Background: an optimization exercise with open tools, aiming at small area, a short achievable clock period and few clock cycles. Do not read the settings as production practice. Function was checked by simulation only, so behaviour that the tests miss may differ from the original. Power and IR drop assume default switching activity.

$ cat flow/design.v
`timescale 1ns / 1ps
module accelerator (
    input  wire clk,
    input  wire rst_n,
    input  wire in_valid,
    input  wire [31:0] in_data,
    output wire in_ready,
    output wire out_valid,
    output wire [31:0] out_data,
    input  wire out_ready
);
parameter MAX_SHAPES = 8;
parameter MAX_REGION_W = 64;
parameter MAX_REGION_H = 64;
parameter MAX_SHAPE_CELLS = 16;
function integer clog2;
    input integer value;
    integer v;
    begin
        v = value - 1;
        for (clog2 = 0; v > 0; clog2 = clog2 + 1)
            v = v >> 1;
    end
endfunction
localparam integer SHAPE_IDX_W = clog2(MAX_SHAPES + 1);
localparam ST_IDLE        = 3'd0;
localparam ST_LOAD_SHAPES = 3'd1;
localparam ST_LOAD_REGION = 3'd2;
localparam ST_OUTPUT      = 3'd3;
reg [2:0] state;
reg [15:0] num_shapes;
reg [15:0] num_regions;
reg [15:0] regions_seen;
reg [31:0] regions_that_fit;
reg [7:0] shape_num_cells [0:MAX_SHAPES-1];
reg [SHAPE_IDX_W-1:0] shape_idx;
reg [1:0] shape_substate;  
reg [7:0] cells_remaining;
reg [15:0] region_w;
reg [15:0] region_h;
reg [7:0] region_q [0:MAX_SHAPES-1];
reg [1:0] region_substate;  
integer i;
wire accept = in_valid && in_ready;
wire shape_loading_done = (shape_idx >= num_shapes);
wire region_loading_done = (regions_seen >= num_regions);
assign in_ready =
    (state == ST_IDLE)        ? 1'b1 :
    (state == ST_LOAD_SHAPES) ? !shape_loading_done :
    (state == ST_LOAD_REGION) ? !region_loading_done :
    1'b0;  
assign out_valid = (state == ST_OUTPUT);
assign out_data  = regions_that_fit;
always @(posedge clk) begin
    if (!rst_n) begin
        state <= ST_IDLE;
        num_shapes <= 16'd0;
        num_regions <= 16'd0;
        regions_seen <= 16'd0;
        regions_that_fit <= 32'd0;
        shape_idx <= {SHAPE_IDX_W{1'b0}};
        shape_substate <= 2'd0;
        cells_remaining <= 8'd0;
        region_substate <= 2'd0;
        region_w <= 16'd0;
        region_h <= 16'd0;
        for (i = 0; i < MAX_SHAPES; i = i + 1) begin
            shape_num_cells[i] <= 8'd0;
            region_q[i] <= 8'd0;
        end
    end else begin
        case (state)
            ST_IDLE: begin
                if (accept) begin
                    num_shapes <= (in_data[15:0] > MAX_SHAPES) ? MAX_SHAPES : in_data[15:0];
                    num_regions <= in_data[31:16];
                    regions_seen <= 16'd0;
                    regions_that_fit <= 32'd0;
                    shape_idx <= {SHAPE_IDX_W{1'b0}};
                    shape_substate <= 2'd0;
                    cells_remaining <= 8'd0;
                    region_substate <= 2'd0;
                    state <= ST_LOAD_SHAPES;
                end
            end
            ST_LOAD_SHAPES: begin
                if (shape_idx >= num_shapes) begin
                    region_substate <= 2'd0;
                    state <= ST_LOAD_REGION;
                end else if (accept) begin
                    case (shape_substate)
                        2'd0: begin
                            shape_num_cells[shape_idx] <= in_data[23:16];
                            cells_remaining <= in_data[23:16];
                            if (in_data[23:16] == 0) begin
                                shape_idx <= shape_idx + 1'b1;
                                shape_substate <= 2'd0;
                            end else begin
                                shape_substate <= 2'd1;
                            end
                        end
                        2'd1: begin
                            if (cells_remaining <= 8'd4) begin
                                cells_remaining <= 8'd0;
                                shape_idx <= shape_idx + 1'b1;
                                shape_substate <= 2'd0;
                            end else begin
                                cells_remaining <= cells_remaining - 8'd4;
                                shape_substate <= 2'd1;
                            end
                        end
                        default: shape_substate <= 2'd0;
                    endcase
                end
            end
            ST_LOAD_REGION: begin
                if (regions_seen >= num_regions) begin
                    state <= ST_OUTPUT;
                end else if (accept) begin
                    case (region_substate)
                        2'd0: begin
                            region_w <= in_data[15:0];
                            region_h <= in_data[31:16];
                            for (i = 0; i < MAX_SHAPES; i = i + 1) begin
                                region_q[i] <= 8'd0;
                            end
                            region_substate <= 2'd1;
                        end
                        2'd1: begin
                            region_q[0] <= in_data[7:0];
                            if (MAX_SHAPES > 1) region_q[1] <= in_data[15:8];
                            if (MAX_SHAPES > 2) region_q[2] <= in_data[23:16];
                            if (MAX_SHAPES > 3) region_q[3] <= in_data[31:24];
                            region_substate <= 2'd2;
                        end
                        2'd2: begin
                            if (MAX_SHAPES > 4) region_q[4] <= in_data[7:0];
                            if (MAX_SHAPES > 5) region_q[5] <= in_data[15:8];
                            if (MAX_SHAPES > 6) region_q[6] <= in_data[23:16];
                            if (MAX_SHAPES > 7) region_q[7] <= in_data[31:24];
                            begin : area_calc_block
                                reg [31:0] ra;
                                reg [31:0] ta;
                                integer k;
                                ra = region_w * region_h;
                                ta = 32'd0;
                                for (k = 0; (k < MAX_SHAPES) && (k < 4); k = k + 1) begin
                                    ta = ta + (shape_num_cells[k] * region_q[k]);
                                end
                                if (MAX_SHAPES > 4) ta = ta + (shape_num_cells[4] * in_data[7:0]);
                                if (MAX_SHAPES > 5) ta = ta + (shape_num_cells[5] * in_data[15:8]);
                                if (MAX_SHAPES > 6) ta = ta + (shape_num_cells[6] * in_data[23:16]);
                                if (MAX_SHAPES > 7) ta = ta + (shape_num_cells[7] * in_data[31:24]);
                                if (ta <= ra) begin
                                    regions_that_fit <= regions_that_fit + 1'b1;
                                end
                            end
                            regions_seen <= regions_seen + 1'b1;
                            region_substate <= 2'd0;
                        end
                        default: region_substate <= 2'd0;
                    endcase
                end
            end
            ST_OUTPUT: begin
                if (out_valid && out_ready) begin
                    state <= ST_IDLE;
                end
            end
            default: state <= ST_IDLE;
        endcase
    end
end
endmodule
`timescale 1ns / 1ps
module day12_top #(
    parameter MAX_REGION_W = 64,
    parameter MAX_REGION_H = 64
) (
    input  wire clk,
    input  wire rst_n,
    input  wire in_valid,
    input  wire [31:0] in_data,
    output wire in_ready,
    output wire out_valid,
    output wire [31:0] out_data,
    input  wire out_ready
);
accelerator #(
    .MAX_REGION_W(MAX_REGION_W),
    .MAX_REGION_H(MAX_REGION_H)
) accel (
    .clk(clk),
    .rst_n(rst_n),
    .in_valid(in_valid),
    .in_data(in_data),
    .in_ready(in_ready),
    .out_valid(out_valid),
    .out_data(out_data),
    .out_ready(out_ready)
);
endmodule
$ cat flow/run.sh
#!/bin/bash
# synth_recipe.tcl (not shown) runs the flow's synth.tcl, then flattens the netlist and writes it again
# the make line also repeats each setting of config.mk as NAME=value (left out here)
make -C /OpenROAD-flow-scripts/flow DESIGN_CONFIG=/design/flow/config.mk WORK_HOME=/design/flow/orfs CLKGATE_MAP_FILE= SYNTH_SCRIPT=/design/flow/synth_recipe.tcl finish
$ cat flow/config.mk
export PLATFORM = sky130hd
export DESIGN_NAME = day12_top
export DESIGN_NICKNAME = day12_top
export VERILOG_FILES = /design/flow/design.v
export SDC_FILE = /design/flow/constraint.sdc
export NUM_CORES = 4
export LEC_CHECK = 0
export CAP_MARGIN = 20
export CORE_MARGIN = 2
export CORE_UTILIZATION = 40
export SLEW_MARGIN = 20
$ cat flow/constraint.sdc
create_clock -name core_clock -period 14.5 [get_ports {clk}]
set_input_delay 2.9000 -clock core_clock [delete_from_list [all_inputs] [get_ports {clk}]]
set_output_delay 2.9000 -clock core_clock [all_outputs]
set_load 0.01 [all_outputs]
==> results.txt <==
area post-placement=41,800 um2; simple-gate share of the synthesized area=0.199; status=no timing/DRC/antenna violations; DIE HEIGHT=around 310 um; proportion of synthesized area in mux cells=0.00107; WP data arrival=14.62 ns; hold buffer count at CTS=0; Core ar.=95,200 um2; layout filler cell count=9,321; post-synthesis adder-cell area fraction=0.443; largest family of logic cells by synthesized area=adder cells; post-layout util=0.456; Syn Area/Cell=between 8 and 9 um2; synth top area cells=fa_1 28%, ha_1 17%, and2_1 8.6%; Seq pwr share=0.101; initial cell density of the core=0.404; synthesized flop and latch total=~230; Synth Area in Compound Gates=0.0968; Die Area=approximately 100,000 um2; max_cap viols=0; mapped cell area=38,500 um2; later-pin clock latency in the skew report=0.58 ns; die width=around 310 um; ANT nets after route=0; clock slew at reported path FFs=0.06 ns; layout cells sized above 1=0.0819; initial antenna violation count=10; DR WL/cell=18.0 um; Initial DRC Count=around 1,900; Net Switching=about 0.0033 W; clock buffer depth=3; Pwr Total=between 0.007 and 0.008 W; fmax=70.8 MHz; number of synthesized flops with an enable pin=64; port bufs=69; CP required=around 15 ns; drt drc=0; Max Slew Vio Count=0; vias in the first global route=a little over 30,000; post-synthesis sequential area ratio=0.134; GR Overflow Total=0; Total Wirelength=105 mm; Avg Vias per Cell=roughly 5.2; Placer Congestion=roughly 0.91; RSZ-0062 raised after global routing=true; maximum vdd ir drop=0.000540 V; clock tree from TritonCTS=done; Top FF cell, synth=dfxtp_1; largest net degree at the start of global routing=80; Sink Count=225; post-route clock period utilization=0.974; critical path's slowest cell=fa_1; Worst Setup End Kind=flop; final setup TNS=0 ns; Yosys top cell by area=fa_1; H-tree lvl count=1; Pre-antenna DRT Iters=5; Warnings, synthesis=2; async set or reset register ratio after synthesis=0; Synth-to-Final Area Change=12.7%; Detail Placement HPWL=between 80 and 90 mm; Final Skew=~0.020 ns; Placed Cells=around 5,800; Comb power frac=0.802; Unique masters post-synth=78; xor-xnor portion of the synthesized cell area=0.0428; Post-layout nets=5,651; CTS buffer count=26; Max-slew headroom=0.279; global-route wire length before repair=~170 mm; Final Hold Viols=0; Slew @ Worst Pin=approximately 1.1 ns; CP Launch Type=input pin; pwr/cell area=approximately 170 nW/um2; final setup fails=0; Worst path max stage delay=roughly 0.53 ns; Internal=~0.0041 W; post-synth top area share=0.277; Site Rows=approximately 110; reg2reg path depth=56; I/O pins=70; Sw Share=0.444; Gate Count Post-Synth=roughly 4,400; WHS Path Cells=2; Finished Layout Cells=around 5,900; Via Count=between 30,000 and 40,000; P_leak=roughly 21 nW; root buf cell=clkbuf_16; Tmin final=between 10 and 15 ns; Crit Path Category=in -> reg; Clock Power Share=0.097; Hold Path Class=reg -> reg; fin area=approximately 43,000 um2; total track usage=0.218; CP max FO=7
## power groups by stage
stage          Combinational (W)  Sequential (W)  Clock (W)
3_5_place_dp             0.00549        0.000757          0
2_1_floorplan            0.00347        0.000712          0
6_report                 0.00591        0.000744   0.000718
3_3_place_gp             0.00546        0.000757          0
4_1_cts                  0.00562        0.000743   0.000732
5_1_grt                  0.00654        0.000750   0.000750
## routing by layer
metal	up-vias	global-route usage	share of wire
met5	-	0	0
li1	14400	-	-
met1	15000	0.303	0.46
met2	719	0.355	0.45
met3	136	0.0313	0.063
met4	0	0.0576	0.027
## cell usage in the layout, fill, tap and decap left out, drive strengths merged, types with 7 or more instances in the layout
cell type,instances
a2111oi,7
a211oi,24
a21boi,18
a21o,59
a21oi,234
a31oi,8
and2,532
and3,29
buf,224
clkbuf,36
clkdlybuf4s50,60
clkinv,11
dfxtp,161
edfxtp,64
fa,532
ha,511
inv,698
nand2,537
nand2b,39
nand3,66
nand3b,9
nand4,23
nor2,136
nor2b,31
nor3,30
nor3b,7
nor4,13
o21a,41
o21ai,101
o21bai,23
o31ai,10
o41ai,7
or3,23
or4,12
xnor2,135
xor2,53
## through the flow
stage	hold slack [ns]	setup WS [ns]
after global placement	0.441	-0.961
after detailed placement	0.447	-1.14
final	0.453	0.381
after floorplan	0.432	0.0578
after global routing	0.478	-0.0861
after CTS	0.455	0.00802
## kinds of logic (layout without fill, tap and decap cells)
kind of cell,after synthesis,in the layout
other,1,3
adders and majority gates,1043,1043
DFF,225,225
xor gates and xnor gates,188,188
and+or+nand+nor,1504,1504
buffers and inverters,849,1038
muxes,4,4
AOI/OAI and AO/OA,587,587
## layout make-up
class / instances / area [um2] / area share
antenna: 1 / 2.50 / 0.0000577
tap: 1265 / 1580 / 0.0365
sequential: 225 / 5140 / 0.119
clock inverter: 16 / 186 / 0.00430
multi-input combinational: 3328 / 30600 / 0.706
clock buffer: 31 / 722 / 0.0167
inverter: 698 / 2620 / 0.0605
timing repair buffer: 293 / 2480 / 0.0571
## registers in the layout, indices dropped and copies added (netlist names), 8 cells and up
register	count
accel.shape_num_cells	64
accel.region_q	32
accel.regions_that_fit	32
accel.num_regions	16
accel.num_shapes	16
accel.region_h	16
accel.region_w	16
accel.regions_seen	16
accel.cells_remaining	8
## Yosys cell counts (4+ instances only)
| master | number |
|---|---|
| a2111oi_0 | 4 |
| a211o_1 | 5 |
| a211oi_1 | 24 |
| a21boi_0 | 18 |
| a21o_1 | 59 |
| a21oi_1 | 234 |
| a221o_1 | 4 |
| a2bb2oi_1 | 4 |
| a311oi_1 | 4 |
| a31oi_1 | 7 |
| and2_1 | 531 |
| and3_1 | 29 |
| and4_1 | 4 |
| buf_1 | 7 |
| clkbuf_1 | 140 |
| dfxtp_1 | 161 |
| edfxtp_1 | 64 |
| fa_1 | 532 |
| ha_1 | 511 |
| inv_1 | 697 |
| nand2_1 | 537 |
| nand2b_1 | 39 |
| nand3_1 | 65 |
| nand3b_1 | 9 |
| nand4_1 | 23 |
| nand4b_1 | 6 |
| nor2_1 | 136 |
| nor2b_1 | 31 |
| nor3_1 | 30 |
| nor3b_1 | 7 |
| nor4_1 | 13 |
| o211a_1 | 4 |
| o211ai_1 | 4 |
| o21a_1 | 41 |
| o21ai_0 | 96 |
| o21ai_1 | 5 |
| o21bai_1 | 23 |
| o31ai_1 | 10 |
| o41ai_1 | 7 |
| or2_2 | 6 |
| or3_1 | 23 |
| or4_1 | 12 |
| xnor2_1 | 135 |
| xor2_1 | 53 |
## critical path, delay by kind of cell
family | cells | cell delay, ns
compound gates | 17 | 2.68
xor+xnor | 4 | 0.87
fa+ha+maj | 13 | 5.17
buf+inv | 7 | 0.67
simple gates | 17 | 2.30
## worst paths after layout
check	from	endpoint	slack (ns)
min reg2reg	accel.num_regions[12]$_SDFFE_PN0P_	accel.num_regions[12]$_SDFFE_PN0P_	0.45
min	accel.num_regions[12]$_SDFFE_PN0P_	accel.num_regions[12]$_SDFFE_PN0P_	0.45
max	in_data[4]	accel.regions_that_fit[25]$_SDFFE_PN0P_	0.38
max reg2reg	accel.shape_num_cells[3][5]$_SDFFCE_PN0P_	accel.regions_that_fit[25]$_SDFFE_PN0P_	1.85
## what timing repair did
item	in CTS	in global routing
gates cloned	1	2
gates resized for setup	29	96
buffers inserted	8	11
setup endpoints to repair	32	32
pin swaps	32	94
Testbench counts, summed over its fixed seeds: cycles 41,721.

==> re-timing with driven ports <==
Ports are ideal in the flow. The routed layout listed here was re-timed in OpenROAD.
Step 1, drivers: a clkbuf_16 drives clk and a buf_2 each remaining input, both assumed.
Step 2 also shifts input and output timing later by t, the mid clock arrival at the registers, as if the neighbouring blocks saw the same clock.
Slacks: ideal ports / drivers / drivers and shift; pairs: ideal ports / drivers.
shift t [ns]: 0.633
setup slack, ns: 0.381 / 0.419 / -0.215
cell pins on the clock port's net: 1
With both steps, setup timing fails in this run, where it was met with ideal ports. For this run, drivers alone change the setup slack by +0.038 ns; drivers and shift together by -0.596 ns.
